Background: an optimization exercise with open tools, aiming at small area. Do not read the settings as production practice. Function was checked by simulation only, so behaviour that the tests miss may differ from the original. The flow treats the clock pin as an ideal source, which a real chip does not have. Power and IR drop assume default switching activity.

===== design.v =====
module SevenSegments(input [3:0] code,
                     output [6:0] segments);
	localparam [15:0] T4_0012 = 16'h0012;
	localparam [15:0] T4_0404 = 16'h0404;
	localparam [15:0] T4_6060 = 16'h6060;
	localparam [15:0] T4_8083 = 16'h8083;
	localparam [15:0] T4_888E = 16'h888e;
	localparam [15:0] T4_BABA = 16'hbaba;
	localparam [15:0] T4_FA92 = 16'hfa92;
	assign segments = {T4_8083[code],
		T4_888E[code],
		T4_BABA[code],
		T4_FA92[code],
		T4_0404[code],
		T4_6060[code],
		T4_0012[code]};
endmodule
module SevenSegments3(input [2:0] code,
                      output [6:0] segments);
	localparam [7:0] T3_03 = 8'h03;
	localparam [7:0] T3_04 = 8'h04;
	localparam [7:0] T3_0E = 8'h0e;
	localparam [7:0] T3_12 = 8'h12;
	localparam [7:0] T3_3A = 8'h3a;
	localparam [7:0] T3_E0 = 8'he0;
	assign segments = {T3_03[code],
		T3_0E[code],
		T3_3A[code],
		T3_12[code],
		T3_04[code],
		T3_E0[code],
		T3_12[code]};
endmodule
module Counter16Bits(
		input clk,
		input reset,
		input enable,
		output reg [3:0] digit0,
		output reg [3:0] digit1,
		output reg [3:0] digit2,
		output reg [3:0] digit3,
		output reg [2:0] digit4
	);
	localparam [7:0] T3_40 = 8'h40;
	localparam [7:0] T3_55 = 8'h55;
	localparam [7:0] T3_66 = 8'h66;
	localparam [7:0] T3_F8 = 8'hf8;
	localparam [15:0] T4_0066 = 16'h0066;
	localparam [15:0] T4_0088 = 16'h0088;
	localparam [15:0] T4_00A0 = 16'h00a0;
	localparam [15:0] T4_0A00 = 16'h0a00;
	localparam [15:0] T4_5555 = 16'h5555;
	localparam [15:0] T4_7878 = 16'h7878;
	localparam [15:0] T4_D580 = 16'hd580;
	wire [3:0] next0 = {T4_D580[digit0], T4_7878[digit0], T4_0066[digit0], T4_5555[digit0]};
	wire [3:0] next1 = {T4_D580[digit1], T4_7878[digit1], T4_0066[digit1], T4_5555[digit1]};
	wire [3:0] next2 = {T4_D580[digit2], T4_7878[digit2], T4_0066[digit2], T4_5555[digit2]};
	wire [3:0] next3 = {T4_D580[digit3], T4_7878[digit3], T4_0066[digit3], T4_5555[digit3]};
	wire [2:0] next4 = {T3_F8[digit4], T3_66[digit4], T3_55[digit4]};
	wire nine0 = T4_0A00[digit0];
	wire nine1 = T4_0A00[digit1];
	wire nine2 = T4_0A00[digit2];
	wire nine3 = T4_0A00[digit3];
	wire top = T3_40[digit4] & T4_00A0[digit3] & T4_00A0[digit2] &
	           T4_0088[digit1] & T4_00A0[digit0];
	wire en1 = enable & nine0;
	wire en2 = en1 & nine1;
	wire en3 = en2 & nine2;
	wire en4 = en3 & nine3;
	wire clr = ~reset | (enable & top);
	always @(posedge clk) begin
		if (clr) begin
			digit0 <= 4'd0;
			digit1 <= 4'd0;
			digit2 <= 4'd0;
			digit3 <= 4'd0;
			digit4 <= 3'd0;
		end else begin
			if (enable) digit0 <= next0;
			if (en1) digit1 <= next1;
			if (en2) digit2 <= next2;
			if (en3) digit3 <= next3;
			if (en4) digit4 <= next4;
		end
	end
endmodule
module FreqDivider(
		input clk,
		input reset,
		input [9:0] factor,
		output tick
);
	localparam [18:0] LO_LAST = 19'h18544;
	localparam [18:0] LO_MASK = 19'h7dff3;
	localparam [18:0] LO_INV  = 19'h2aaaa;
	localparam [9:0] HI_INV = 10'h1fd;
	reg [18:0] lo_q;
	reg [9:0] hi_q;
	wire [9:0] hi = hi_q ^ HI_INV;
	reg clk_out;
	wire [18:0] lo = lo_q ^ LO_INV;
	wire [10:0] ge;
	assign ge[0] = 1'b1;
	genvar j;
	generate
		for (j = 0; j < 10; j = j + 1) begin : cmp
			assign ge[j+1] = (hi[j] & ~factor[j]) | ((hi[j] | ~factor[j]) & ge[j]);
		end
	endgenerate
	wire hit = ge[10];
	wire lo_last = ((lo ^ LO_LAST) & LO_MASK) == 19'd0;
	wire run_hi = reset & ~hit;
	wire run_lo = run_hi & ~lo_last;
	wire [10:0] c;
	assign c[0] = lo_last;
	generate
		for (j = 0; j < 10; j = j + 1) begin : inc
			assign c[j+1] = c[j] & hi[j];
		end
	endgenerate
	wire [18:0] lo_next = {19{run_lo}} & {lo[17:0], ~(lo[18] ^ lo[5])};
	always @(posedge clk) begin
		lo_q <= lo_next ^ LO_INV;
		hi_q <= ({10{run_hi}} & (hi ^ c[9:0])) ^ HI_INV;
		clk_out <= reset & (clk_out ^ hit);
	end
	assign tick = reset & hit & ~clk_out;
endmodule
module DCalles_Lab7_7Segments(
		input clk,
		input reset,
		input [9:0] clkFactor,
		output [6:0] segment0,
		output [6:0] segment1,
		output [6:0] segment2,
		output [6:0] segment3,
		output [6:0] segment4
	);
	wire tickSignal;
	wire [3:0] digit0Signal, digit1Signal, digit2Signal, digit3Signal;
	wire [2:0] digit4Signal;
	FreqDivider FreqDivider0(
		.clk(clk), .reset(reset), .factor(clkFactor), .tick(tickSignal));
	Counter16Bits Counter16Bits0(
		.clk(clk), .reset(reset), .enable(tickSignal),
		.digit0(digit0Signal), .digit1(digit1Signal), .digit2(digit2Signal),
		.digit3(digit3Signal), .digit4(digit4Signal));
	SevenSegments SevenSegments0(digit0Signal, segment0);
	SevenSegments SevenSegments1(digit1Signal, segment1);
	SevenSegments SevenSegments2(digit2Signal, segment2);
	SevenSegments SevenSegments3(digit3Signal, segment3);
	SevenSegments3 SevenSegments4(digit4Signal, segment4);
endmodule

===== flow/run.sh =====
#!/bin/bash
# Layout flow: the standard.sh (ORFS) with
# - synthesis through flow/synth.tcl (area-oriented abc script, adder cells
#   turned back into logic before abc);
# - port buffers of the smallest buffer cell, sky130_fd_sc_hd__buf_1;
# - clock tree synthesis with the arguments in flow/cts_args: clkbuf_8
#   buffers and no dummy loads.
# Each tool's full output is in the ORFS logs under orfs/logs; make's
# output is in flow.log.
set -euo pipefail
here=$(pwd)
export FLOW_SYNTH_TCL=$here/synth_recipe.tcl
export FLOW_DIR=$here/flow
bash standard.sh SYNTH_SCRIPT=$here/flow/synth.tcl \
  "BUFFER_PORTS_ARGS=-buffer_cell sky130_fd_sc_hd__buf_1" \
  "CTS_ARGS=$(cat $here/flow/cts_args)" finish > flow.log 2>&1

===== flow/area.abc =====
strash; dc2; balance; rewrite -z; refactor -z; rewrite -z; dch -f; amap -m -F 4 -A 10; topo

===== flow/cts_args =====
-sink_clustering_enable -repair_clock_nets -dont_use_dummy_load -sink_clustering_size 50 -sink_clustering_max_diameter 500 -buf_list sky130_fd_sc_hd__clkbuf_8

===== flow/synth.tcl =====
# The standard flow's synthesis (synth_recipe.tcl, which runs ORFS's synth.tcl) with
# one change, at its abc step, which comes after the flip-flops are mapped
# and so changes only the combinational logic:
# - the half and full adder cells that the adder step placed are turned
#   back into plain logic (flow/unmap_adders.v);
# - abc maps with the area script in flow/area.abc, without the clock
#   period, instead of ORFS's speed script.
# Every pass before abc is the standard flow's own, so the registers keep their names.
proc abc {args} {
  yosys techmap -map $::env(FLOW_DIR)/unmap_adders.v t:sky130_fd_sc_hd__ha_1 t:sky130_fd_sc_hd__fa_1
  yosys techmap
  yosys opt -fast
  set i [lsearch $args -script]
  if {$i >= 0} { set args [lreplace $args $i [expr {$i+1}] -script $::env(FLOW_DIR)/area.abc] }
  set i [lsearch $args -D]
  if {$i >= 0} { set args [lreplace $args $i [expr {$i+1}]] }
  yosys abc {*}$args
}
source $::env(FLOW_SYNTH_TCL)

===== flow/unmap_adders.v =====
// The adder cells that synthesis's adder step places, as plain logic, so
// that abc maps them together with the rest of the logic.
module sky130_fd_sc_hd__ha_1(input A, input B, output COUT, output SUM);
  assign COUT = A & B;
  assign SUM = A ^ B;
endmodule

module sky130_fd_sc_hd__fa_1(input A, input B, input CIN, output COUT, output SUM);
  assign COUT = (A & B) | (A & CIN) | (B & CIN);
  assign SUM = A ^ B ^ CIN;
endmodule

===== standard.sh =====
#!/bin/bash
# synth_recipe.tcl (not shown) runs the flow's synth.tcl, then flattens the netlist and writes it again
# the make line also repeats each setting of config.mk as NAME=value (left out here)
make -C /OpenROAD-flow-scripts/flow DESIGN_CONFIG=/design/flow/config.mk WORK_HOME=/design/flow/orfs CLKGATE_MAP_FILE= SYNTH_SCRIPT=/design/flow/synth_recipe.tcl "${@:-finish}"

===== config.mk =====
export PLATFORM = sky130hd
export DESIGN_NAME = DCalles_Lab7_7Segments
export DESIGN_NICKNAME = DCalles_Lab7_7Segments
export VERILOG_FILES = /design/flow/design.v
export SDC_FILE = /design/flow/constraint.sdc
export NUM_CORES = 4
export LEC_CHECK = 0
export CAP_MARGIN = 20
export CORE_MARGIN = 2
export CORE_UTILIZATION = 40
export SLEW_MARGIN = 20

===== constraint.sdc =====
create_clock -name core_clock -period 12.5 [get_ports {clk}]
set_input_delay 2.5000 -clock core_clock [delete_from_list [all_inputs] [get_ports {clk}]]
set_output_delay 2.5000 -clock core_clock [all_outputs]
set_load 0.01 [all_outputs]

==> flow_metrics.py, run 1 <==
metrics = {
    "status": {
        "status": "no timing/DRC/antenna violations",
    },
    "clocking": {
        "clock-sinks": 49,
        "cts-resized-gates": 0,
        "cts_tree": "done",
        "htree_levels": 2,
        "clk_pin_slew_ns": 0.09,
        "cts_buffer_depth": 2,
        "cts_setup_buffers": 0,
        "clk_latency_ns": 0.30,
        "cts_root_buf": "clkbuf_8",
        "holdBufCountCts": 0,
        "numCtsBuffers": 5,
    },
    "place": {
        "postPlaceCellArea_um2": 2340,
        "port_buffers": 46,
        "place_congestion": 0.822,
        "dpl.hpwl_um": 3180,
    },
    "floorplanning": {
        "core_um2": 5040,
        "num_io_pins": 47,
        "die_h_um": 76.0,
        "start_util": 0.411,
        "die_area_um2": 5770,
        "die_x_um": 76.0,
        "num_rows": 26,
    },
    "worst_setup_path": {
        "crit_chain": "buf_1, a22o_1, a222oi_1, nor2_1, a21oi_1, o21ai_0, o21ai_0, a21oi_1, o22ai_1, nand3_1, nor2_1, nand3_1, nor2_1, nand3_1, nor2_1, clkinv_1, nor3_1, nand2_1, nor3_1, nand3_1, a21oi_1",
        "reg2regPathDepth": 21,
        "worstSetupPathType": "input pin to flip-flop",
        "arrival_ns": 6.13,
        "cp-start-kind": "input pin",
        "worst-path-buf-inv": 2,
        "cpLargestDelayFamily": "simple AND/OR/NAND/NOR gates",
        "cp_max_fo": 5,
        "critPathSlowestCell": "nor3_1",
        "max_stage_delay_ns": 0.38,
        "worst-path-stages": 21,
        "worstPathRequired_ns": 12.73,
        "end_kind": "flip-flop",
    },
    "detailed_routing": {
        "num_vias": 1931,
        "wl_um": 4170,
        "vias_per_cell": 4.86,
        "ant_nets": 0,
        "dr.pass1.iters": 4,
        "remaining_drc_errors": 0,
        "drt_iter0_drc": 86,
        "routedWlPerCell_um": 10.5,
    },
    "min_path": {
        "holdPathStages": 1,
        "holdCritPathClass": "flip-flop to flip-flop",
    },
    "grt": {
        "grt_start_max_net_pins": 17,
        "grt_pass1_wl_um": 7760,
        "grt_antenna_before_repair": 0,
        "grt_usage": 0.161,
        "first_global_vias": 1826,
        "grt_overflow": 0,
    },
    "synth": {
        "synthDistinctLibCells": 26,
        "ys_ff_latch": 49,
        "ys_seq_area_frac": 0.474,
        "avgSynthCellArea_um2": 7.50,
        "netlist_area_um2": 2070,
        "syn_inst": 276,
        "synthesis.nets": 288,
        "yosysWarnings": 2,
    },
    "final_layout": {
        "diodes": 0,
        "fill_cells": 525,
        "final_cell_mix": "63 x nor2_1, 49 x dfxtp_1, 46 x buf_1, 39 x clkinv_1, 25 x a21oi_1",
        "drive_gt1_frac": 0.0214,
        "fin_nets": 341,
        "final_common_cell": "nor2_1",
        "area_growth_pct": 16.3,
        "fin_area_um2": 2410,
    },
    "power_and_ir_drop": {
        "p_per_area_nw_per_um2": 101,
        "peakVddDrop_mv": 0.0670,
        "leakagePower_uw": 0.000776,
    },
    "timing": {
        "post-route-period-util": 0.472,
        "final_max_slew_viol_count": 0,
        "fin_setup_tns_ns": 0,
        "finalSetupViolations": 0,
        "fmax_ghz": 0.169,
        "rsz0062_at_grt": "no",
        "fin_skew_ns": 0.0217,
        "whs_ns": 0.375,
        "layout_min_cycle_time_ns": 5.90,
        "hold_viol_final": 0,
        "max_slew.worst_pin.slew_ns": 0.730,
        "relSlewSlack": 0.512,
    },
    "run": {
        "max_cap_violations": 0,
    },
}
metal layers:
metal,GRT usage,share of wire,up-vias
li1,-,-,1055
met1,0.209,0.50,831
met2,0.259,0.44,36
met3,0.0393,0.039,9
met4,0.0618,0.019,0
met5,0,0,-
cells in the mapped netlist (all sizes together):
| master | count | area [µm²] |
|---|---|---|
| a21oi | 25 | 125 |
| buf | 1 | 7.51 |
| or2 | 1 | 6.26 |
| a222oi | 1 | 10.0 |
| nand4bb | 1 | 11.3 |
| o2111a | 2 | 22.5 |
| nor4 | 2 | 12.5 |
| o41ai | 1 | 8.76 |
| a2111oi | 1 | 8.76 |
| o22ai | 9 | 56.3 |
| nand4 | 2 | 12.5 |
| o22a | 1 | 8.76 |
| nand2 | 21 | 78.8 |
| a211oi | 5 | 37.5 |
| o21ai | 15 | 75.1 |
| nor2 | 63 | 236 |
| a22o | 2 | 17.5 |
| a31oi | 1 | 6.26 |
| a22oi | 2 | 15.0 |
| o211ai | 5 | 37.5 |
| nand3 | 6 | 30.0 |
| dfxtp | 49 | 981 |
| nor2b | 3 | 18.8 |
| nor3 | 14 | 70.1 |
| clkinv | 39 | 146 |
| o21a | 4 | 30.0 |
cell type report:
| class | count | area (µm²) | share of cell area |
|---|---|---|---|
| Clock buffer | 5 | 68.8 | 0.0286 |
| Inverter | 39 | 146 | 0.0608 |
| Multi-Input combinational cell | 187 | 943 | 0.392 |
| Sequential cell | 49 | 981 | 0.407 |
| Tap cell | 70 | 87.6 | 0.0364 |
| Timing Repair Buffer | 47 | 180 | 0.0748 |
metrics by stage:
stage / std cells / util / setup WS [ns] / power (µW)
2_1_floorplan: 276 / - / 6.59 / 164
3_3_place_gp: 392 / 0.464 / 6.48 / 167
3_5_place_dp: 392 / 0.464 / 6.34 / 167
4_1_cts: 397 / 0.477 / 6.65 / 249
5_1_grt: 397 / 0.477 / 5.97 / 255
6_report: 397 / 0.477 / 6.60 / 244
report_power, final:
group / internal, µW / total, µW / switching, µW
logic: 2.33 / 6.46 / 4.13
clock network: 36.1 / 80.8 / 44.7
registers: 157 / 157 / 0.279
total: 195 / 244 / 49.1
sequential cells by signal, indices dropped and copies added (netlist names):
name	flops
Counter16Bits0.digit4	3
FreqDivider0.lo_q	19
Counter16Bits0.digit2	4
FreqDivider0.clk_out	1
Counter16Bits0.digit1	4
Counter16Bits0.digit0	4
FreqDivider0.hi_q	10
Counter16Bits0.digit3	4
cells by family after synthesis:
kind of cell | after synthesis | share of synthesized area
buffers and inverters | 40 | 0.0743
AND/OR/NAND/NOR | 113 | 0.230
flip-flops | 49 | 0.474
AO/OA/AOI/OAI | 74 | 0.222
final timing paths:
path / from / endpoint / slack [ns]
max: clkFactor[1] / Counter16Bits0.digit4[2]$_SDFFE_PP0P_ / 6.60
min: FreqDivider0.lo_q[2]$_DFF_P_ / FreqDivider0.lo_q[3]$_DFF_P_ / 0.37
max reg2reg: FreqDivider0.hi_q[1]$_DFF_P_ / Counter16Bits0.digit4[2]$_SDFFE_PP0P_ / 8.47
min reg2reg: FreqDivider0.lo_q[2]$_DFF_P_ / FreqDivider0.lo_q[3]$_DFF_P_ / 0.37
==> run 2, diff against run 1 <==
--- a/design.v
+++ b/design.v
@@ -2,16 +2,16 @@
                      output [6:0] segments);
-	localparam [15:0] T4_0012 = 16'h0012;
-	localparam [15:0] T4_0404 = 16'h0404;
-	localparam [15:0] T4_6060 = 16'h6060;
-	localparam [15:0] T4_8083 = 16'h8083;
-	localparam [15:0] T4_888E = 16'h888e;
-	localparam [15:0] T4_BABA = 16'hbaba;
-	localparam [15:0] T4_FA92 = 16'hfa92;
-	assign segments = {T4_8083[code],
-		T4_888E[code],
-		T4_BABA[code],
-		T4_FA92[code],
-		T4_0404[code],
-		T4_6060[code],
-		T4_0012[code]};
+	localparam [15:0] T4_00AA = 16'h00aa;
+	localparam [15:0] T4_0303 = 16'h0303;
+	localparam [15:0] T4_0F0F = 16'h0f0f;
+	localparam [15:0] T4_1111 = 16'h1111;
+	localparam [15:0] T4_115B = 16'h115b;
+	localparam [15:0] T4_4E4E = 16'h4e4e;
+	localparam [15:0] T4_C000 = 16'hc000;
+	assign segments = {T4_00AA[code],
+		T4_115B[code],
+		T4_4E4E[code],
+		T4_0F0F[code],
+		T4_1111[code],
+		T4_C000[code],
+		T4_0303[code]};
 endmodule
@@ -19,14 +19,14 @@
                       output [6:0] segments);
-	localparam [7:0] T3_03 = 8'h03;
-	localparam [7:0] T3_04 = 8'h04;
-	localparam [7:0] T3_0E = 8'h0e;
+	localparam [7:0] T3_07 = 8'h07;
+	localparam [7:0] T3_0A = 8'h0a;
 	localparam [7:0] T3_12 = 8'h12;
-	localparam [7:0] T3_3A = 8'h3a;
-	localparam [7:0] T3_E0 = 8'he0;
-	assign segments = {T3_03[code],
-		T3_0E[code],
-		T3_3A[code],
+	localparam [7:0] T3_33 = 8'h33;
+	localparam [7:0] T3_44 = 8'h44;
+	localparam [7:0] T3_A0 = 8'ha0;
+	assign segments = {T3_0A[code],
+		T3_07[code],
+		T3_33[code],
 		T3_12[code],
-		T3_04[code],
-		T3_E0[code],
+		T3_44[code],
+		T3_A0[code],
 		T3_12[code]};
@@ -43,24 +43,24 @@
 	);
-	localparam [7:0] T3_40 = 8'h40;
-	localparam [7:0] T3_55 = 8'h55;
-	localparam [7:0] T3_66 = 8'h66;
+	localparam [7:0] T3_22 = 8'h22;
+	localparam [7:0] T3_80 = 8'h80;
+	localparam [7:0] T3_F1 = 8'hf1;
 	localparam [7:0] T3_F8 = 8'hf8;
-	localparam [15:0] T4_0066 = 16'h0066;
-	localparam [15:0] T4_0088 = 16'h0088;
-	localparam [15:0] T4_00A0 = 16'h00a0;
-	localparam [15:0] T4_0A00 = 16'h0a00;
-	localparam [15:0] T4_5555 = 16'h5555;
-	localparam [15:0] T4_7878 = 16'h7878;
-	localparam [15:0] T4_D580 = 16'hd580;
-	wire [3:0] next0 = {T4_D580[digit0], T4_7878[digit0], T4_0066[digit0], T4_5555[digit0]};
-	wire [3:0] next1 = {T4_D580[digit1], T4_7878[digit1], T4_0066[digit1], T4_5555[digit1]};
-	wire [3:0] next2 = {T4_D580[digit2], T4_7878[digit2], T4_0066[digit2], T4_5555[digit2]};
-	wire [3:0] next3 = {T4_D580[digit3], T4_7878[digit3], T4_0066[digit3], T4_5555[digit3]};
-	wire [2:0] next4 = {T3_F8[digit4], T3_66[digit4], T3_55[digit4]};
-	wire nine0 = T4_0A00[digit0];
-	wire nine1 = T4_0A00[digit1];
-	wire nine2 = T4_0A00[digit2];
-	wire nine3 = T4_0A00[digit3];
-	wire top = T3_40[digit4] & T4_00A0[digit3] & T4_00A0[digit2] &
-	           T4_0088[digit1] & T4_00A0[digit0];
+	localparam [15:0] T4_0055 = 16'h0055;
+	localparam [15:0] T4_0505 = 16'h0505;
+	localparam [15:0] T4_4400 = 16'h4400;
+	localparam [15:0] T4_4A4A = 16'h4a4a;
+	localparam [15:0] T4_5F0F = 16'h5f0f;
+	localparam [15:0] T4_CCCC = 16'hcccc;
+	localparam [15:0] T4_FF05 = 16'hff05;
+	wire [3:0] next0 = {T4_4A4A[digit0], T4_5F0F[digit0], T4_FF05[digit0], T4_CCCC[digit0]};
+	wire [3:0] next1 = {T4_4A4A[digit1], T4_5F0F[digit1], T4_FF05[digit1], T4_CCCC[digit1]};
+	wire [3:0] next2 = {T4_4A4A[digit2], T4_5F0F[digit2], T4_FF05[digit2], T4_CCCC[digit2]};
+	wire [3:0] next3 = {T4_4A4A[digit3], T4_5F0F[digit3], T4_FF05[digit3], T4_CCCC[digit3]};
+	wire [2:0] next4 = {T3_F1[digit4], T3_22[digit4], T3_F8[digit4]};
+	wire nine0 = T4_0505[digit0];
+	wire nine1 = T4_0505[digit1];
+	wire nine2 = T4_0505[digit2];
+	wire nine3 = T4_0505[digit3];
+	wire top = T3_80[digit4] & T4_4400[digit3] & T4_4400[digit2] &
+	           T4_0055[digit1] & T4_4400[digit0];
 	wire en1 = enable & nine0;
@@ -72,7 +72,7 @@
 		if (clr) begin
-			digit0 <= 4'd0;
-			digit1 <= 4'd0;
-			digit2 <= 4'd0;
-			digit3 <= 4'd0;
-			digit4 <= 3'd0;
+			digit0 <= 4'd7;
+			digit1 <= 4'd7;
+			digit2 <= 4'd7;
+			digit3 <= 4'd7;
+			digit4 <= 3'd3;
 		end else begin
==> flow_metrics.py, run 2 <==
metrics = {
    "clocking": {
        "clock-sinks": 49,
        "cts_setup_buffers": 0,
        "clk_pin_slew_ns": 0.09,
        "cts-resized-gates": 0,
        "numCtsBuffers": 5,
        "cts_root_buf": "clkbuf_8",
        "holdBufCountCts": 0,
        "htree_levels": 2,
        "cts_buffer_depth": 2,
        "cts_tree": "done",
        "clk_latency_ns": 0.29,
    },
    "grt": {
        "first_global_vias": 1513,
        "grt_start_max_net_pins": 16,
        "grt_pass1_wl_um": 6310,
        "grt_usage": 0.153,
        "grt_overflow": 0,
        "grt_antenna_before_repair": 0,
    },
    "min_path": {
        "hold_start": "FreqDivider0.lo_q[2]$_DFF_P_",
        "min_to": "FreqDivider0.lo_q[3]$_DFF_P_",
        "holdCritPathClass": "flip-flop to flip-flop",
        "holdPathStages": 1,
    },
    "detailed_routing": {
        "ant_nets": 0,
        "dr.pass1.iters": 4,
        "num_vias": 1725,
        "vias_per_cell": 5.01,
        "wl_um": 3890,
        "remaining_drc_errors": 0,
        "routedWlPerCell_um": 11.3,
        "drt_iter0_drc": 123,
    },
    "synth": {
        "ys_seq_area_frac": 0.516,
        "netlist_area_um2": 1900,
        "synth.area.top_cells": "dfxtp_1 52%, nor2_1 9.7%, clkinv_1 7.1%",
        "yosysWarnings": 2,
        "avgSynthCellArea_um2": 7.96,
        "synthDistinctLibCells": 21,
        "synth.largest_area_cell": "dfxtp_1",
        "synth-edff-count": 0,
        "synthesis.nets": 251,
        "ys_dominant_reg_cell": "dfxtp_1",
        "syn_inst": 239,
        "ys_ff_latch": 49,
        "postSynth.asyncResetShare": 0,
        "ys_top_cells_by_count": "49 x dfxtp_1, 49 x nor2_1, 36 x clkinv_1",
        "netlist.area_leader.share": 0.516,
    },
    "final_layout": {
        "fin_nets": 304,
        "reg_top3": "FreqDivider0.lo_q (19), FreqDivider0.hi_q (10)",
        "final_cell_mix": "49 x dfxtp_1, 49 x nor2_1, 46 x buf_1, 36 x clkinv_1, 25 x nand2_1",
        "fill_cells": 495,
        "area_growth_pct": 16.2,
        "drive_gt1_frac": 0.0207,
        "top_register": "FreqDivider0.lo_q",
        "multi_input_area_um2": 778,
        "diodes": 0,
        "seqCellArea_um2": 981,
        "largest_reg_flops": 19,
    },
    "timing": {
        "fin_setup_tns_ns": 0,
        "hold_viol_final": 0,
        "whs_ns": 0.368,
        "fin_skew_ns": 0.0188,
        "final_max_slew_viol_count": 0,
        "relSlewSlack": 0.566,
        "layout_min_cycle_time_ns": 6.25,
        "rsz0062_at_grt": "no",
        "fmax_ghz": 0.160,
        "finalSetupViolations": 0,
        "max_slew.worst_pin.slew_ns": 0.650,
        "post-route-period-util": 0.500,
    },
    "floorplanning": {
        "num_io_pins": 47,
        "die_h_um": 73.0,
        "start_util": 0.408,
        "die_area_um2": 5320,
        "core_um2": 4660,
        "num_rows": 25,
        "die_x_um": 73.0,
    },
    "power_and_ir_drop": {
        "leakagePower_uw": 0.000750,
        "p_per_area_nw_per_um2": 110,
        "peakVddDrop_mv": 0.0791,
    },
    "worst_setup_path": {
        "cp-start-kind": "input pin",
        "worstPathRequired_ns": 12.69,
        "worstSetupPathType": "input pin to flip-flop",
        "crit_start": "clkFactor[1]",
        "r2r-start": "FreqDivider0.hi_q[1]$_DFF_P_",
        "cp_max_fo": 6,
        "r2r_slack_ns": 8.13,
        "worstReg2RegEnd": "Counter16Bits0.digit4[1]$_SDFFE_PP1P_",
        "reg2regPathDepth": 20,
        "arrival_ns": 6.44,
        "end_kind": "flip-flop",
    },
    "status": {
        "status": "no timing/DRC/antenna violations",
    },
    "place": {
        "place_congestion": 0.802,
        "port_buffers": 46,
        "dpl.hpwl_um": 2990,
    },
    "run": {
        "max_cap_violations": 0,
    },
}
==> run 2: cell count changes after synthesis, sizes merged, moves of 3 or more <==
cell and change:
nand2 +4, o221ai +11, nor3 -5, nor2b -3, o21ai -6, nand3 -3
o21a -4, clkinv -3, a21oi -4, nor2 -14, o22ai -5
==> run 2: worst max-delay path by stage <==
| stage | endpoint | slack (ns) | depth (start not counted) |
|---|---|---|---|
| finish | Counter16Bits0.digit4[1]$_SDFFE_PP1P_ | 6.25 | 20 |
| global route | Counter16Bits0.digit4[1]$_SDFFE_PP1P_ | 5.72 | 20 |
| CTS | Counter16Bits0.digit4[1]$_SDFFE_PP1P_ | 6.30 | 20 |
| detailed placement | Counter16Bits0.digit4[1]$_SDFFE_PP1P_ | 5.99 | 20 |
| global placement | Counter16Bits0.digit4[1]$_SDFFE_PP1P_ | 6.17 | 20 |
| floorplan | Counter16Bits0.digit4[1]$_SDFFE_PP1P_ | 6.67 | 19 |
==> run 2: area by class of cell <==
class / instances / area share
clock buffers: 5 / 0.0311
inverters: 36 / 0.0611
multi-input cells: 153 / 0.352
flip-flops and latches: 49 / 0.444
well taps: 54 / 0.0306
repair buffers: 47 / 0.0815
==> run 2: through the flow <==
stage	std cells	utilization	area, µm²	setup WS (ns)	power [µW]
detailed placement	339	0.460	2140	5.99	167
global route	344	0.474	2210	5.72	255
CTS	344	0.474	2210	6.30	248
finish	344	0.474	2210	6.25	244
floorplan	239	-	1900	6.67	164
global placement	339	0.460	2140	6.17	167
==> run 2: logic make-up after synthesis <==
group,after synthesis,synth area share
DFF,49,0.516
buffers and inverters,37,0.0750
AOI/OAI and AO/OA,60,0.205
and+or+nand+nor,93,0.204
==> run 2: power breakdown <==
part,total (µW),internal [µW],switching (µW)
combinational,6.46,2.19,4.27
clock,80.8,36.1,44.7
sequential,157,157,0.302
total,244,195,49.3
==> run 2: critical path, cell delays in order <==
cell      delay (ns)
buf_1           0.08
a22oi_1         0.17
o21ai_0         0.10
o21ai_0         0.08
nand2_1         0.06
o221ai_1        0.06
o21ai_0         0.11
o21ai_0         0.08
a21oi_1         0.08
a221oi_1        0.21
nor2_1          0.09
nor3b_1         0.57
nand2_1         0.24
clkinv_1        0.17
nand2_1         0.14
nor3_1          0.51
clkinv_1        0.29
nor3_1          0.35
clkinv_1        0.18
a221o_1         0.36
==> run 2: routing by layer <==
metal / up-vias / global-route usage / part of all wire
met3: 4 / 0.0428 / 0.039
met2: 38 / 0.252 / 0.45
met5: - / 0 / 0
li1: 931 / - / -
met4: 0 / 0.0556 / 0.014
met1: 752 / 0.192 / 0.49
==> run 3, diff against run 2 <==
==> flow/area.abc (replaced) <==
strash; dc2; balance; rewrite -z; refactor -z; rewrite -z; dch -f; amap -m -F 4 -A 10; topo; strash; dch -f; amap -m -F 4 -A 10; topo
==> flow_metrics.py, run 3 <==
metrics = {
    "status": {
        "status": "no timing/DRC/antenna violations",
    },
    "worst_setup_path": {
        "worstSetupPathType": "input pin to flip-flop",
        "arrival_ns": 7.20,
        "worst-path-buf-inv": 5,
        "r2r_slack_ns": 7.34,
        "r2r-start": "FreqDivider0.hi_q[1]$_DFF_P_",
        "critPathSlowestCell": "nor3_1",
        "worstReg2RegEnd": "Counter16Bits0.digit4[1]$_SDFFE_PP1P_",
        "crit_chain": "buf_1, a22oi_1, o21ai_0, o21ai_0, nand2_1, o221ai_1, o21ai_0, o21ai_0, a21oi_1, a221oi_1, nor2_1, nor2_1, nand2_1, nor3_1, clkinv_1, nor3_1, clkinv_1, nor3_1, clkinv_1, nor3_1, clkinv_1, a221o_1",
        "cp_max_fo": 7,
        "crit_start": "clkFactor[1]",
        "cp-start-kind": "input pin",
        "max_stage_delay_ns": 0.63,
        "end_kind": "flip-flop",
        "reg2regPathDepth": 22,
        "worstPathRequired_ns": 12.69,
        "worst-path-stages": 22,
        "endpoint": "Counter16Bits0.digit4[1]$_SDFFE_PP1P_",
        "cpLargestDelayFamily": "simple AND/OR/NAND/NOR gates",
    },
    "detailed_routing": {
        "vias_per_cell": 5.11,
        "dr.pass1.iters": 4,
        "routedWlPerCell_um": 11.1,
        "remaining_drc_errors": 0,
        "wl_um": 3790,
        "drt_iter0_drc": 119,
        "num_vias": 1741,
        "ant_nets": 0,
    },
    "timing": {
        "fmax_ghz": 0.143,
        "post-route-period-util": 0.561,
        "max_slew.worst_pin.slew_ns": 0.735,
        "hold_viol_final": 0,
        "final_max_slew_viol_count": 0,
        "layout_min_cycle_time_ns": 7.01,
        "rsz0062_at_grt": "no",
        "fin_skew_ns": 0.00665,
        "relSlewSlack": 0.506,
        "finalSetupViolations": 0,
        "fin_setup_tns_ns": 0,
    },
    "clocking": {
        "cts-resized-gates": 0,
        "htree_levels": 2,
        "clk_latency_ns": 0.29,
        "holdBufCountCts": 0,
        "clk_pin_slew_ns": 0.08,
        "numCtsBuffers": 5,
        "clock-sinks": 49,
        "cts_buffer_depth": 2,
        "cts_setup_buffers": 0,
        "cts_root_buf": "clkbuf_8",
        "cts_tree": "done",
    },
    "run": {
        "max_cap_violations": 0,
    },
    "place": {
        "port_buffers": 46,
        "place_inst": 336,
        "place_congestion": 0.826,
        "dpl.hpwl_um": 2860,
    },
    "final_layout": {
        "top_register": "FreqDivider0.lo_q",
        "largest_reg_flops": 19,
        "area_growth_pct": 15.9,
        "fin_nets": 301,
        "drive_gt1_frac": 0.0174,
        "diodes": 0,
        "stdcell_count": 341,
        "reg_top3": "FreqDivider0.lo_q (19), FreqDivider0.hi_q (10)",
        "final_common_cell": "dfxtp_1",
        "final_cell_mix": "49 x dfxtp_1, 46 x buf_1, 43 x nor2_1, 36 x clkinv_1, 24 x nand2_1",
    },
    "min_path": {
        "holdPathStages": 1,
        "holdCritPathClass": "flip-flop to flip-flop",
    },
    "synth": {
        "synthesis.nets": 249,
        "synth.largest_area_cell": "dfxtp_1",
        "synth-edff-count": 0,
        "syn_inst": 237,
        "yosys.cell_count.top_type": "dfxtp_1",
        "ys_dominant_reg_cell": "dfxtp_1",
        "synth.area.top_cells": "dfxtp_1 52%, nor2_1 8.5%, clkinv_1 7.1%",
        "ys_seq_area_frac": 0.517,
        "yosysWarnings": 2,
        "ys_ff_latch": 49,
        "ys_top_cells_by_count": "49 x dfxtp_1, 43 x nor2_1, 36 x clkinv_1",
        "postSynth.asyncResetShare": 0,
        "netlist.area_leader.share": 0.517,
        "synthDistinctLibCells": 20,
        "netlist_area_um2": 1900,
        "avgSynthCellArea_um2": 8.00,
    },
    "grt": {
        "grt_usage": 0.149,
        "grt_antenna_before_repair": 0,
        "first_global_vias": 1451,
        "grt_pass1_wl_um": 6210,
        "grt_overflow": 0,
        "grt_start_max_net_pins": 15,
    },
    "power_and_ir_drop": {
        "leakagePower_uw": 0.000734,
        "peakVddDrop_mv": 0.0492,
        "p_per_area_nw_per_um2": 112,
    },
    "floorplanning": {
        "num_rows": 25,
        "start_util": 0.407,
        "die_h_um": 72.8,
        "die_area_um2": 5310,
        "core_um2": 4660,
        "die_x_um": 72.8,
        "num_io_pins": 47,
    },
}
## run 3: power by group
part           total [µW]  internal [µW]  switching [µW]
Sequential            157            157           0.335
Combinational        6.17           1.91            4.26
Clock                81.8           36.1            45.7
Total                 245            195            50.3
## run 3: per-stage QoR
step / hold slack, ns / util / setup slack, ns / power (µW) / instance area, µm²
after global routing: 0.392 / 0.471 / 4.83 / 255 / 2200
after global placement: 0.359 / 0.457 / 5.51 / 167 / 2130
after detailed placement: 0.363 / 0.457 / 5.21 / 167 / 2130
after floorplan: 0.343 / - / 6.06 / 164 / 1900
after CTS: 0.381 / 0.471 / 5.54 / 248 / 2200
final: 0.379 / 0.471 / 5.49 / 245 / 2200
## run 3: logic make-up (layout without fill, tap and decap cells)
kind of cell	Yosys count	after routing	synth area share
flops	49	49	0.517
simple gates	89	89	0.195
buf+inv	37	87	0.0752
compound gates	62	62	0.212
## run 3: metal layers
metal	GRT usage	wire [µm]	vias to the layer above	part of all wire
li1	-	-	924	-
met1	0.208	2000	771	0.53
met2	0.215	1560	40	0.41
met3	0.0497	184	6	0.049
met4	0.0494	48	0	0.013
met5	0	0	-	0
## run 3: cell type report
class,instances,area (µm²)
clock buffer,5,68.8
multi-input combinational,151,772
inverter,36,135
sequential,49,981
timing repair buffer,46,173
tap,54,67.6
fill,490,2460
## run 3: how the worst min path moves through the flow
stage | from | to
finish | FreqDivider0.lo_q[2]$_DFF_P_ | FreqDivider0.lo_q[3]$_DFF_P_
CTS | FreqDivider0.lo_q[2]$_DFF_P_ | FreqDivider0.lo_q[3]$_DFF_P_
global placement | FreqDivider0.lo_q[2]$_DFF_P_ | FreqDivider0.lo_q[3]$_DFF_P_
detailed placement | FreqDivider0.lo_q[2]$_DFF_P_ | FreqDivider0.lo_q[3]$_DFF_P_
global route | FreqDivider0.lo_q[3]$_DFF_P_ | FreqDivider0.lo_q[4]$_DFF_P_
floorplan | FreqDivider0.lo_q[2]$_DFF_P_ | FreqDivider0.lo_q[3]$_DFF_P_
==> run 4, diff against run 3 <==
--- a/design.v
+++ b/design.v
@@ -92,7 +92,5 @@
 );
-	localparam [18:0] LO_LAST = 19'h18544;
-	localparam [18:0] LO_MASK = 19'h7dff3;
-	localparam [18:0] LO_INV  = 19'h2aaaa;
-	localparam [9:0] HI_INV = 10'h1fd;
-	reg [18:0] lo_q;
+	localparam [17:0] LO_INV  = 18'h15555;
+	localparam [9:0] HI_INV = 10'h3ff;
+	reg [17:0] lo_q;
 	reg [9:0] hi_q;
@@ -100,3 +98,3 @@
 	reg clk_out;
-	wire [18:0] lo = lo_q ^ LO_INV;
+	wire [17:0] lo = lo_q ^ LO_INV;
 	wire [10:0] ge;
@@ -110,5 +108,5 @@
 	wire hit = ge[10];
-	wire lo_last = ((lo ^ LO_LAST) & LO_MASK) == 19'd0;
+	wire lo_zero = lo[16:0] == 17'd0;
+	wire lo_last = lo[17] & lo_zero;
 	wire run_hi = reset & ~hit;
-	wire run_lo = run_hi & ~lo_last;
 	wire [10:0] c;
@@ -120,3 +118,3 @@
 	endgenerate
-	wire [18:0] lo_next = {19{run_lo}} & {lo[17:0], ~(lo[18] ^ lo[5])};
+	wire [17:0] lo_next = {18{run_hi}} & {lo[16:0], lo[17] ^ lo[10] ^ lo_zero};
 	always @(posedge clk) begin
==> flow_metrics.py, run 4 <==
metrics = {
    "synth": {
        "synth.largest_area_cell": "dfxtp_1",
        "yosys.cell_count.top_type": "dfxtp_1",
        "postSynth.asyncResetShare": 0,
        "ys_top_cells_by_count": "48 x dfxtp_1, 45 x nor2_1, 34 x clkinv_1",
        "synthDistinctLibCells": 22,
        "synthesis.nets": 251,
        "synthSimpleGateAreaFrac": 0.225,
        "yosysWarnings": 2,
        "ys_dominant_reg_cell": "dfxtp_1",
        "netlist_area_um2": 1890,
        "synthMuxAreaShare": 0,
        "netlist.area_leader.share": 0.508,
        "ys_ff_latch": 48,
        "synth-xor-area-share": 0,
        "avgSynthCellArea_um2": 7.92,
        "synth_top_family_by_area": "simple AND/OR/NAND/NOR gates",
        "syn_inst": 239,
        "synth_compound_area_frac": 0.196,
        "synth-edff-count": 0,
        "synth.area.top_cells": "dfxtp_1 51%, nor2_1 8.9%, clkinv_1 6.7%",
        "ys_seq_area_frac": 0.508,
        "synthAdderAreaFrac": 0,
    },
    "worst_setup_path": {
        "r2r-start": "FreqDivider0.hi_q[2]$_DFF_P_",
        "cpLargestDelayFamily": "simple AND/OR/NAND/NOR gates",
        "endpoint": "Counter16Bits0.digit4[1]$_SDFFE_PP1P_",
        "worst-path-buf-inv": 5,
        "cp-start-kind": "input pin",
        "end_kind": "flip-flop",
        "reg2regPathDepth": 20,
        "worstReg2RegEnd": "Counter16Bits0.digit4[1]$_SDFFE_PP1P_",
        "critPathSlowestCell": "nor3_1",
        "max_stage_delay_ns": 0.58,
        "cp_max_fo": 7,
        "crit_chain": "buf_1, nand2_1, o21ai_0, o22ai_1, o21ai_0, a222oi_1, nor3_1, a221o_1, a222oi_1, nor2_1, nor2_1, nand2_1, clkinv_1, nand2_1, nor3_1, clkinv_1, nor3_1, clkinv_1, nor3_1, clkinv_1, a221o_1",
        "worst-path-stages": 21,
        "crit_start": "clkFactor[2]",
        "worstPathRequired_ns": 12.68,
        "r2r_slack_ns": 7.79,
        "worstSetupPathType": "input pin to flip-flop",
        "arrival_ns": 6.80,
    },
    "clocking": {
        "clk_pin_slew_ns": 0.08,
        "cts_root_buf": "clkbuf_8",
        "cts_setup_buffers": 0,
        "numCtsBuffers": 5,
        "cts_buffer_depth": 2,
        "clk_latency_ns": 0.29,
        "clock-sinks": 48,
        "holdBufCountCts": 0,
        "cts-resized-gates": 0,
        "cts_tree": "done",
        "htree_levels": 2,
    },
    "detailed_routing": {
        "remaining_drc_errors": 0,
        "num_vias": 1741,
        "drt_iter0_drc": 132,
        "vias_per_cell": 5.08,
        "ant_nets": 0,
        "dr.pass1.iters": 4,
        "routedWlPerCell_um": 11.5,
        "wl_um": 3940,
    },
    "final_layout": {
        "top_register": "FreqDivider0.lo_q",
        "fin_area_um2": 2190,
        "fin_nets": 303,
        "largest_reg_flops": 18,
        "area_growth_pct": 15.9,
        "stdcell_count": 343,
        "multi_input_area_um2": 796,
        "final_cell_mix": "48 x dfxtp_1, 46 x buf_1, 45 x nor2_1, 34 x clkinv_1, 27 x nand2_1",
        "seqCellArea_um2": 961,
        "drive_gt1_frac": 0.0173,
        "final_common_cell": "dfxtp_1",
        "diodes": 0,
        "reg_top3": "FreqDivider0.lo_q (18), FreqDivider0.hi_q (10)",
        "fill_cells": 487,
    },
    "timing": {
        "finalSetupViolations": 0,
        "fin_setup_tns_ns": 0,
        "post-route-period-util": 0.530,
        "final_max_slew_viol_count": 0,
        "hold_viol_final": 0,
        "fin_ws_ns": 5.88,
        "relSlewSlack": 0.344,
        "fmax_ghz": 0.151,
        "whs_ns": 0.373,
        "max_slew.worst_pin.slew_ns": 0.973,
        "rsz0062_at_grt": "no",
        "layout_min_cycle_time_ns": 6.62,
        "fin_skew_ns": 0.0121,
    },
    "floorplanning": {
        "die_h_um": 72.8,
        "start_util": 0.409,
        "num_rows": 25,
        "die_x_um": 72.8,
        "num_io_pins": 47,
        "core_um2": 4630,
        "die_area_um2": 5300,
    },
    "grt": {
        "grt_overflow": 0,
        "grt_start_max_net_pins": 20,
        "grt_antenna_before_repair": 0,
        "first_global_vias": 1572,
        "grt_usage": 0.159,
        "grt_pass1_wl_um": 6660,
    },
    "place": {
        "port_buffers": 46,
        "place_inst": 338,
        "postPlaceCellArea_um2": 2120,
        "dpl.hpwl_um": 3010,
        "post-place-ws_ns": 5.60,
        "place_congestion": 0.906,
    },
    "power_and_ir_drop": {
        "peakVddDrop_mv": 0.0618,
        "p_per_area_nw_per_um2": 111,
        "leakagePower_uw": 0.000754,
    },
    "run": {
        "max_cap_violations": 0,
    },
    "status": {
        "status": "no timing/DRC/antenna violations",
    },
    "min_path": {
        "holdCritPathClass": "flip-flop to flip-flop",
    },
}
run 4: cell types whose count changed after synthesis, sizes merged, moves of 2 or more:
cell | previous run | this run
a211oi | 3 | 1
a222oi | 0 | 2
a22oi | 3 | 1
clkinv | 36 | 34
nand2 | 24 | 27
nor2 | 43 | 45
nor4 | 0 | 2
o221ai | 13 | 10
or3 | 0 | 3
run 4: worst reg2reg max path, delay by kind of cell (launching register included):
kind            cells  cell delay, ns
flops               1            0.36
compound gates      7            1.31
simple gates        9            2.07
buf+inv             4            0.87
run 4: power breakdown:
group | total (µW) | switching (µW) | internal, µW | leakage (µW)
Sequential | 154 | 0.506 | 154 | 0.000389
Clock | 80.8 | 44.6 | 36.1 | 0.0000359
Combinational | 7.89 | 5.06 | 2.83 | 0.000329
Total | 243 | 50.2 | 193 | 0.000754
run 4: final cells by class:
type                            count  area share
Inverter                           34      0.0582
Sequential cell                    48       0.438
Clock buffer                        5      0.0314
Tap cell                           54      0.0308
Timing Repair Buffer               46      0.0787
Multi-Input combinational cell    156       0.363
run 4: metal layers:
| metal | global-route usage | share of wire | up-vias |
|---|---|---|---|
| met4 | 0.0679 | 0.017 | 0 |
| met3 | 0.0442 | 0.056 | 8 |
| met5 | 0 | 0 | - |
| li1 | - | - | 936 |
| met2 | 0.252 | 0.43 | 44 |
| met1 | 0.205 | 0.50 | 753 |
run 4: through the flow:
step                 util  total power (µW)
floorplan               -               163
global placement    0.459               166
detailed placement  0.459               166
CTS                 0.474               246
global route        0.474               253
finish              0.474               243
run 4: worst min-delay path by stage:
stage,from,to,slack [ns],cells after the start
finish,FreqDivider0.lo_q[13]$_DFF_P_,FreqDivider0.lo_q[14]$_DFF_P_,0.37,1
CTS,FreqDivider0.lo_q[13]$_DFF_P_,FreqDivider0.lo_q[14]$_DFF_P_,0.37,1
detailed placement,FreqDivider0.lo_q[5]$_DFF_P_,FreqDivider0.lo_q[6]$_DFF_P_,0.37,1
global placement,FreqDivider0.lo_q[1]$_DFF_P_,FreqDivider0.lo_q[2]$_DFF_P_,0.36,1
global route,FreqDivider0.lo_q[15]$_DFF_P_,FreqDivider0.lo_q[16]$_DFF_P_,0.39,1
floorplan,FreqDivider0.lo_q[1]$_DFF_P_,FreqDivider0.lo_q[2]$_DFF_P_,0.35,1
run 4: cells by family after synthesis:
kind of cell           count (synthesis)
AOI/OAI and AO/OA                     57
buffers and inverters                 35
DFF                                   48
and+or+nand+nor                       99
==> run 5, diff against run 4 <==
--- a/flow/run.sh
+++ b/flow/run.sh
@@ -6,3 +6,4 @@
 # - clock tree synthesis with the arguments in flow/cts_args: clkbuf_8
-#   buffers and no dummy loads.
+#   buffers and no dummy loads; then flow/resize_clock.tcl makes the
+#   buffers that drive few pins clkbuf_4.
 # Each tool's full output is in the ORFS logs under orfs/logs; make's
@@ -13,4 +14,5 @@
 export FLOW_DIR=$here/flow
+export CLOCK_SMALL_FANOUT=13
 bash standard.sh SYNTH_SCRIPT=$here/flow/synth.tcl \
   "BUFFER_PORTS_ARGS=-buffer_cell sky130_fd_sc_hd__buf_1" \
-  "CTS_ARGS=$(cat $here/flow/cts_args)" finish > flow.log 2>&1
+  "CTS_ARGS=$(cat $here/flow/cts_args)" POST_CTS_TCL=$here/flow/resize_clock.tcl finish > flow.log 2>&1
==> flow/resize_clock.tcl (new file) <==
# Runs at the end of ORFS's CTS step (POST_CTS_TCL). Clock buffers that
# drive other clock buffers, or at most CLOCK_SMALL_FANOUT flip-flops, are
# made sky130_fd_sc_hd__clkbuf_4 instead of clkbuf_8. The tree's shape and
# placement stay as CTS made them; the smaller cell fits the same site.
foreach inst [[ord::get_db_block] getInsts] {
  if { [[$inst getMaster] getName] ne "sky130_fd_sc_hd__clkbuf_8" } { continue }
  set onet "NULL"
  foreach it [$inst getITerms] {
    if { [$it isOutputSignal] } { set onet [$it getNet] }
  }
  if { $onet eq "NULL" } { continue }
  set nsinks 0
  set nbufs 0
  foreach it [$onet getITerms] {
    if { [$it isInputSignal] } {
      incr nsinks
      if { [string match "*clkbuf*" [[[$it getInst] getMaster] getName]] } { incr nbufs }
    }
  }
  if { $nbufs > 0 || $nsinks <= $::env(CLOCK_SMALL_FANOUT) } {
    puts "resize_clock: [$inst getName] drives $nsinks pins, made clkbuf_4"
    replace_cell [$inst getName] sky130_fd_sc_hd__clkbuf_4
  } else {
    puts "resize_clock: [$inst getName] drives $nsinks pins, kept clkbuf_8"
  }
}
estimate_parasitics -placement
report_check_types -max_slew -max_capacitance -violators
==> flow_metrics.py, run 5 <==
metrics = {
    "synth": {
        "yosys.cell_count.top_type": "dfxtp_1",
        "synthDistinctLibCells": 22,
        "ys_dominant_reg_cell": "dfxtp_1",
        "netlist.area_leader.share": 0.508,
        "yosysWarnings": 2,
        "ys_ff_latch": 48,
        "postSynth.asyncResetShare": 0,
        "synth.largest_area_cell": "dfxtp_1",
        "ys_seq_area_frac": 0.508,
        "ys_top_cells_by_count": "48 x dfxtp_1, 45 x nor2_1, 34 x clkinv_1",
        "netlist_area_um2": 1890,
        "synthesis.nets": 251,
        "avgSynthCellArea_um2": 7.92,
        "syn_inst": 239,
        "synth-edff-count": 0,
        "synth.area.top_cells": "dfxtp_1 51%, nor2_1 8.9%, clkinv_1 6.7%",
    },
    "power_and_ir_drop": {
        "p_seq_frac": 0.680,
        "switching_share": 0.212,
        "p_int_uw": 179,
        "peakVddDrop_mv": 0.0523,
        "clock_power_share": 0.285,
        "pwr-share-comb": 0.035,
        "leakagePower_uw": 0.000744,
        "p_per_area_nw_per_um2": 105,
        "p_switching_uw": 48.0,
    },
    "timing": {
        "fin_setup_tns_ns": 0,
        "layout_min_cycle_time_ns": 6.56,
        "max_slew.worst_pin.slew_ns": 0.975,
        "rsz0062_at_grt": "no",
        "relSlewSlack": 0.343,
        "fmax_ghz": 0.152,
        "final_max_slew_viol_count": 0,
        "fin_skew_ns": 0.0334,
        "hold_viol_final": 0,
        "post-route-period-util": 0.525,
        "finalSetupViolations": 0,
    },
    "worst_setup_path": {
        "arrival_ns": 6.80,
        "crit_chain": "buf_1, nand2_1, o21ai_0, o22ai_1, o21ai_0, a222oi_1, nor3_1, a221o_1, a222oi_1, nor2_1, nor2_1, nand2_1, clkinv_1, nand2_1, nor3_1, clkinv_1, nor3_1, clkinv_1, nor3_1, clkinv_1, a221o_1",
        "cp-start-kind": "input pin",
        "crit_start": "clkFactor[2]",
        "end_kind": "flip-flop",
        "worstPathRequired_ns": 12.74,
        "cp_max_fo": 7,
        "critPathSlowestCell": "nor3_1",
        "r2r-start": "FreqDivider0.hi_q[2]$_DFF_P_",
        "max_stage_delay_ns": 0.57,
        "worstSetupPathType": "input pin to flip-flop",
    },
    "min_path": {
        "hold_start": "FreqDivider0.lo_q[3]$_DFF_P_",
        "holdCritPathClass": "flip-flop to flip-flop",
    },
    "clocking": {
        "clk_latency_ns": 0.34,
        "cts_tree": "done",
        "clk_pin_slew_ns": 0.12,
        "clock-sinks": 48,
    },
    "grt": {
        "grt_usage": 0.161,
        "first_global_vias": 1568,
        "grt_overflow": 0,
        "grt_pass1_wl_um": 6670,
        "grt_start_max_net_pins": 20,
        "grt_antenna_before_repair": 0,
    },
    "detailed_routing": {
        "ant_nets": 0,
        "remaining_drc_errors": 0,
        "vias_per_cell": 5.06,
        "wl_um": 3940,
        "drt_iter0_drc": 123,
        "num_vias": 1735,
        "routedWlPerCell_um": 11.5,
        "dr.pass1.iters": 4,
    },
    "final_layout": {
        "fill_cells": 493,
        "diodes": 0,
        "fin_nets": 303,
        "reg_top3": "FreqDivider0.lo_q (18), FreqDivider0.hi_q (10)",
        "stdcell_count": 343,
        "fin_util": 0.468,
        "area_growth_pct": 14.6,
        "final_cell_mix": "48 x dfxtp_1, 46 x buf_1, 45 x nor2_1, 34 x clkinv_1, 27 x nand2_1",
        "top_register": "FreqDivider0.lo_q",
        "drive_gt1_frac": 0.0173,
        "final_common_cell": "dfxtp_1",
        "largest_reg_flops": 18,
    },
    "floorplanning": {
        "num_rows": 25,
        "die_area_um2": 5300,
        "die_h_um": 72.8,
        "core_um2": 4630,
        "start_util": 0.409,
        "die_x_um": 72.8,
        "num_io_pins": 47,
    },
    "status": {
        "status": "no timing/DRC/antenna violations",
    },
    "place": {
        "port_buffers": 46,
        "place_congestion": 0.906,
        "place_inst": 338,
        "dpl.hpwl_um": 3010,
    },
    "run": {
        "max_cap_violations": 0,
    },
}
==> run 5: cell counts after synthesis <==
No cell type changed its count.
==> run 5: layout make-up <==
| type | instances | area [µm²] | share of cell area |
|---|---|---|---|
| clock buffer | 5 | 43.8 | 0.0202 |
| sequential | 48 | 961 | 0.443 |
| multi-input combinational | 156 | 796 | 0.367 |
| timing repair buffer | 46 | 173 | 0.0796 |
| inverter | 34 | 128 | 0.0589 |
| tap | 54 | 67.6 | 0.0312 |
==> run 5: metrics by stage <==
stage               hold WS, ns  area [µm²]  setup slack [ns]  total power, µW
floorplan                 0.353        1890              6.33              163
global route              0.384        2170              5.32              239
detailed placement        0.369        2120              5.60              166
global placement          0.361        2120              5.84              166
finish                    0.377        2170              5.94              227
==> run 5: final timing paths <==
| kind | end | slack (ns) | depth (start not counted) |
|---|---|---|---|
| worst max-delay path | Counter16Bits0.digit4[1]$_SDFFE_PP1P_ | 5.94 | 21 |
| worst max register to register | Counter16Bits0.digit4[1]$_SDFFE_PP1P_ | 7.78 | 20 |
| worst min-delay path | FreqDivider0.lo_q[4]$_DFF_P_ | 0.38 | 1 |
| worst min register to register | FreqDivider0.lo_q[4]$_DFF_P_ | 0.38 | 1 |
==> run 5: worst max-delay path, delay by kind of cell <==
family          cells  cell delay [ns]
simple gates        9             2.03
buf+inv             5             0.95
compound gates      7             1.33
==> run 5: per-layer routing <==
| layer | part of all wire | up-vias | GRT usage |
|---|---|---|---|
| met1 | 0.50 | 746 | 0.205 |
| li1 | - | 937 | - |
| met2 | 0.43 | 44 | 0.253 |
| met5 | 0 | - | 0 |
| met4 | 0.018 | 0 | 0.0679 |
| met3 | 0.054 | 8 | 0.0483 |
==> run 5: cell families (layout without fill, tap and decap cells) <==
family,after synthesis,after routing,synth area share
compound gates,57,57,0.196
buf+inv,35,85,0.0714
flops,48,48,0.508
simple gates,99,99,0.225
==> run 5: power groups by stage <==
stage	combinational, µW	sequential [µW]	clock, µW
6_report	7.89	154	64.8
5_1_grt	9.14	155	75.0
3_5_place_dp	7.93	158	0
3_3_place_gp	7.80	158	0
2_1_floorplan	4.83	158	0
==> run 6, diff against run 5 <==
--- a/design.v
+++ b/design.v
@@ -104,3 +104,3 @@
 		for (j = 0; j < 10; j = j + 1) begin : cmp
-			assign ge[j+1] = (hi[j] & ~factor[j]) | ((hi[j] | ~factor[j]) & ge[j]);
+			assign ge[j+1] = (hi[j] ^ factor[j]) ? hi[j] : ge[j];
 		end
==> flow_metrics.py, run 6 <==
metrics = {
    "floorplanning": {
        "die_x_um": 72.6,
        "num_io_pins": 47,
        "start_util": 0.423,
        "num_rows": 24,
        "die_h_um": 72.6,
        "die_area_um2": 5270,
        "core_um2": 4440,
    },
    "timing": {
        "fin_setup_tns_ns": 0,
        "final_max_slew_viol_count": 0,
        "fmax_ghz": 0.148,
        "layout_min_cycle_time_ns": 6.75,
        "fin_skew_ns": 0.0323,
        "rsz0062_at_grt": "no",
        "hold_viol_final": 0,
        "finalSetupViolations": 0,
        "max_slew.worst_pin.slew_ns": 0.644,
        "fin_ws_ns": 5.75,
        "post-route-period-util": 0.540,
        "relSlewSlack": 0.567,
    },
    "grt": {
        "grt_usage": 0.152,
        "grt_overflow": 0,
        "first_global_vias": 1472,
        "grt_antenna_before_repair": 0,
        "grt_pass1_wl_um": 6270,
        "grt_start_max_net_pins": 20,
    },
    "detailed_routing": {
        "ant_nets": 0,
        "num_vias": 1782,
        "routedWlPerCell_um": 11.5,
        "remaining_drc_errors": 0,
        "wl_um": 3870,
        "dr.pass1.iters": 4,
        "drt_iter0_drc": 92,
        "vias_per_cell": 5.27,
    },
    "synth": {
        "yosys.cell_count.top_type": "dfxtp_1",
        "yosysWarnings": 2,
        "netlist.area_leader.share": 0.511,
        "ys_top_cells_by_count": "48 x dfxtp_1, 44 x nor2_1, 30 x clkinv_1",
        "netlist_area_um2": 1880,
        "avgSynthCellArea_um2": 8.04,
        "syn_inst": 234,
        "synthDistinctLibCells": 25,
        "synth.largest_area_cell": "dfxtp_1",
        "ys_dominant_reg_cell": "dfxtp_1",
        "ys_ff_latch": 48,
        "synthesis.nets": 246,
        "postSynth.asyncResetShare": 0,
        "synth-edff-count": 0,
        "ys_seq_area_frac": 0.511,
        "synth.area.top_cells": "dfxtp_1 51%, nor2_1 8.8%, clkinv_1 6.0%",
    },
    "final_layout": {
        "reg_top3": "FreqDivider0.lo_q (18), FreqDivider0.hi_q (10)",
        "largest_reg_flops": 18,
        "final_common_cell": "dfxtp_1",
        "fin_nets": 300,
        "diodes": 0,
        "top_register": "FreqDivider0.lo_q",
        "final_cell_mix": "48 x dfxtp_1, 46 x buf_1, 44 x nor2_1, 30 x clkinv_1, 24 x nand2_1",
        "area_growth_pct": 15.4,
        "fill_cells": 461,
        "drive_gt1_frac": 0.0245,
        "fin_area_um2": 2170,
    },
    "place": {
        "post-place-ws_ns": 5.36,
        "port_buffers": 46,
        "place_congestion": 0.814,
        "dpl.hpwl_um": 2890,
        "postPlaceCellArea_um2": 2130,
    },
    "worst_setup_path": {
        "cp_max_fo": 7,
        "r2r-start": "FreqDivider0.hi_q[1]$_DFF_P_",
        "max_stage_delay_ns": 0.54,
        "r2r_slack_ns": 7.63,
        "cp-start-kind": "input pin",
        "end_kind": "flip-flop",
        "reg2regPathDepth": 19,
        "worstReg2RegEnd": "Counter16Bits0.digit4[1]$_SDFFE_PP1P_",
        "arrival_ns": 6.99,
        "worstSetupPathType": "input pin to flip-flop",
        "cpMostUsedCell": "nor3_1",
        "critPathSlowestCell": "nor3_1",
        "crit_chain": "buf_1, a22o_1, a222oi_1, nor3_1, a221o_1, a222oi_1, nor3_1, a221o_1, o21ai_0, nand3_1, clkinv_1, nand2_1, nor3_1, clkinv_1, nor3_1, clkinv_1, nor3_1, o21ai_0, o21ai_0, nand2_1",
        "worstPathRequired_ns": 12.74,
    },
    "power_and_ir_drop": {
        "leakagePower_uw": 0.000768,
        "power.total_uw": 228,
        "peakVddDrop_mv": 0.0898,
        "p_per_area_nw_per_um2": 105,
    },
    "clocking": {
        "cts_tree": "done",
        "clk_latency_ns": 0.35,
        "clk_pin_slew_ns": 0.12,
        "clock-sinks": 48,
    },
    "status": {
        "status": "no timing/DRC/antenna violations",
    },
    "min_path": {
        "holdCritPathClass": "flip-flop to flip-flop",
        "hold_start": "FreqDivider0.lo_q[1]$_DFF_P_",
        "min_to": "FreqDivider0.lo_q[2]$_DFF_P_",
        "holdPathStages": 1,
    },
    "run": {
        "max_cap_violations": 0,
    },
}
[run 6: stage by stage]
step | instances | utilization | hold slack (ns)
final | 338 | 0.488 | 0.357
after detailed placement | 333 | 0.478 | 0.365
after global placement | 333 | 0.478 | 0.364
after global routing | 338 | 0.488 | 0.380
after floorplan | 234 | - | 0.358
[run 6: cells by family after synthesis]
logic type      count (synthesis)  share of synthesized area
simple gates                  100                      0.229
flops                          48                      0.511
compound gates                 55                      0.196
buf+inv                        31                     0.0639
[run 6: power breakdown]
group	leakage [µW]	switching (µW)	internal (µW)
sequential	0.000389	0.592	154
clock	0.0000256	43.3	22.3
combinational	0.000354	5.04	3.27
total	0.000768	48.9	180
[run 6: area by class of cell]
| cell class | count | area [µm²] | share of cell area |
|---|---|---|---|
| clock buffers | 5 | 43.8 | 0.0202 |
| inverters | 30 | 113 | 0.0519 |
| multi-input cells | 155 | 800 | 0.369 |
| flip-flops and latches | 48 | 961 | 0.443 |
| well taps | 52 | 65.1 | 0.0300 |
| repair buffers | 48 | 188 | 0.0865 |
[run 6: worst max-delay path: cells and delay by family]
family | cells | cell delay [ns]
buffers and inverters | 4 | 0.80
AO/OA/AOI/OAI | 8 | 1.52
AND/OR/NAND/NOR | 8 | 2.18
[run 6: worst max path at each step]
| stage | cells past startpoint | to | slack [ns] | startpoint |
|---|---|---|---|---|
| global placement | 20 | Counter16Bits0.digit4[1]$_SDFFE_PP1P_ | 5.55 | clkFactor[1] |
| global route | 20 | Counter16Bits0.digit4[1]$_SDFFE_PP1P_ | 5.01 | clkFactor[1] |
| floorplan | 19 | Counter16Bits0.digit4[1]$_SDFFE_PP1P_ | 6.10 | clkFactor[1] |
| finish | 20 | Counter16Bits0.digit4[1]$_SDFFE_PP1P_ | 5.75 | clkFactor[1] |
| detailed placement | 20 | Counter16Bits0.digit4[1]$_SDFFE_PP1P_ | 5.36 | clkFactor[1] |
[run 6: per-layer routing]
| layer | global-route usage | up-vias | wire length [µm] |
|---|---|---|---|
| met4 | 0.0556 | 0 | 45 |
| met3 | 0.0347 | 4 | 187 |
| met2 | 0.251 | 46 | 1780 |
| li1 | - | 933 | - |
| met1 | 0.194 | 799 | 1860 |
| met5 | 0 | - | 0 |

-- separate check: timing with driven ports --
In the flow no input, the clock included, has a driving cell. The finished layouts below were timed again as built, in two steps. Step 1 assumes that a clkbuf_16 drives the clock port and a buf_2 every other input. Step 2 moves the port delays by t, midway between the first and last clock arrival at a register: inputs arrive t later, outputs are due t later. That takes back most of the time a late clock gives input paths. a / b / c = no drivers / after step 1 / after step 2; a / b = the first two.
run | t (ns) | slack for setup (ns) | latest minus earliest clock arrival (ns) | worst slew at a driven data input, ns | pins driven straight from the clock port
run 1 | 0.313 | 6.600 / 6.605 / 6.292 | 0.022 / 0.022 | 0.03 | 1
run 2 | 0.309 | 6.254 / 6.262 / 5.953 | 0.018 / 0.019 | 0.03 | 1
run 3 | 0.315 | 5.492 / 5.494 / 5.179 | 0.007 / 0.006 | 0.03 | 1
run 4 | 0.310 | 5.878 / 5.884 / 5.574 | 0.012 / 0.012 | 0.04 | 1
run 5 | 0.349 | 5.938 / 5.941 / 5.593 | 0.034 / 0.033 | 0.04 | 1
run 6 | 0.357 | 5.747 / 5.749 / 5.392 | 0.032 / 0.032 | 0.03 | 1
After both steps every run listed still meets setup and hold. The setup slack of run 6, which loses most, moves by +0.002 ns with the drivers and by -0.355 ns with both steps.
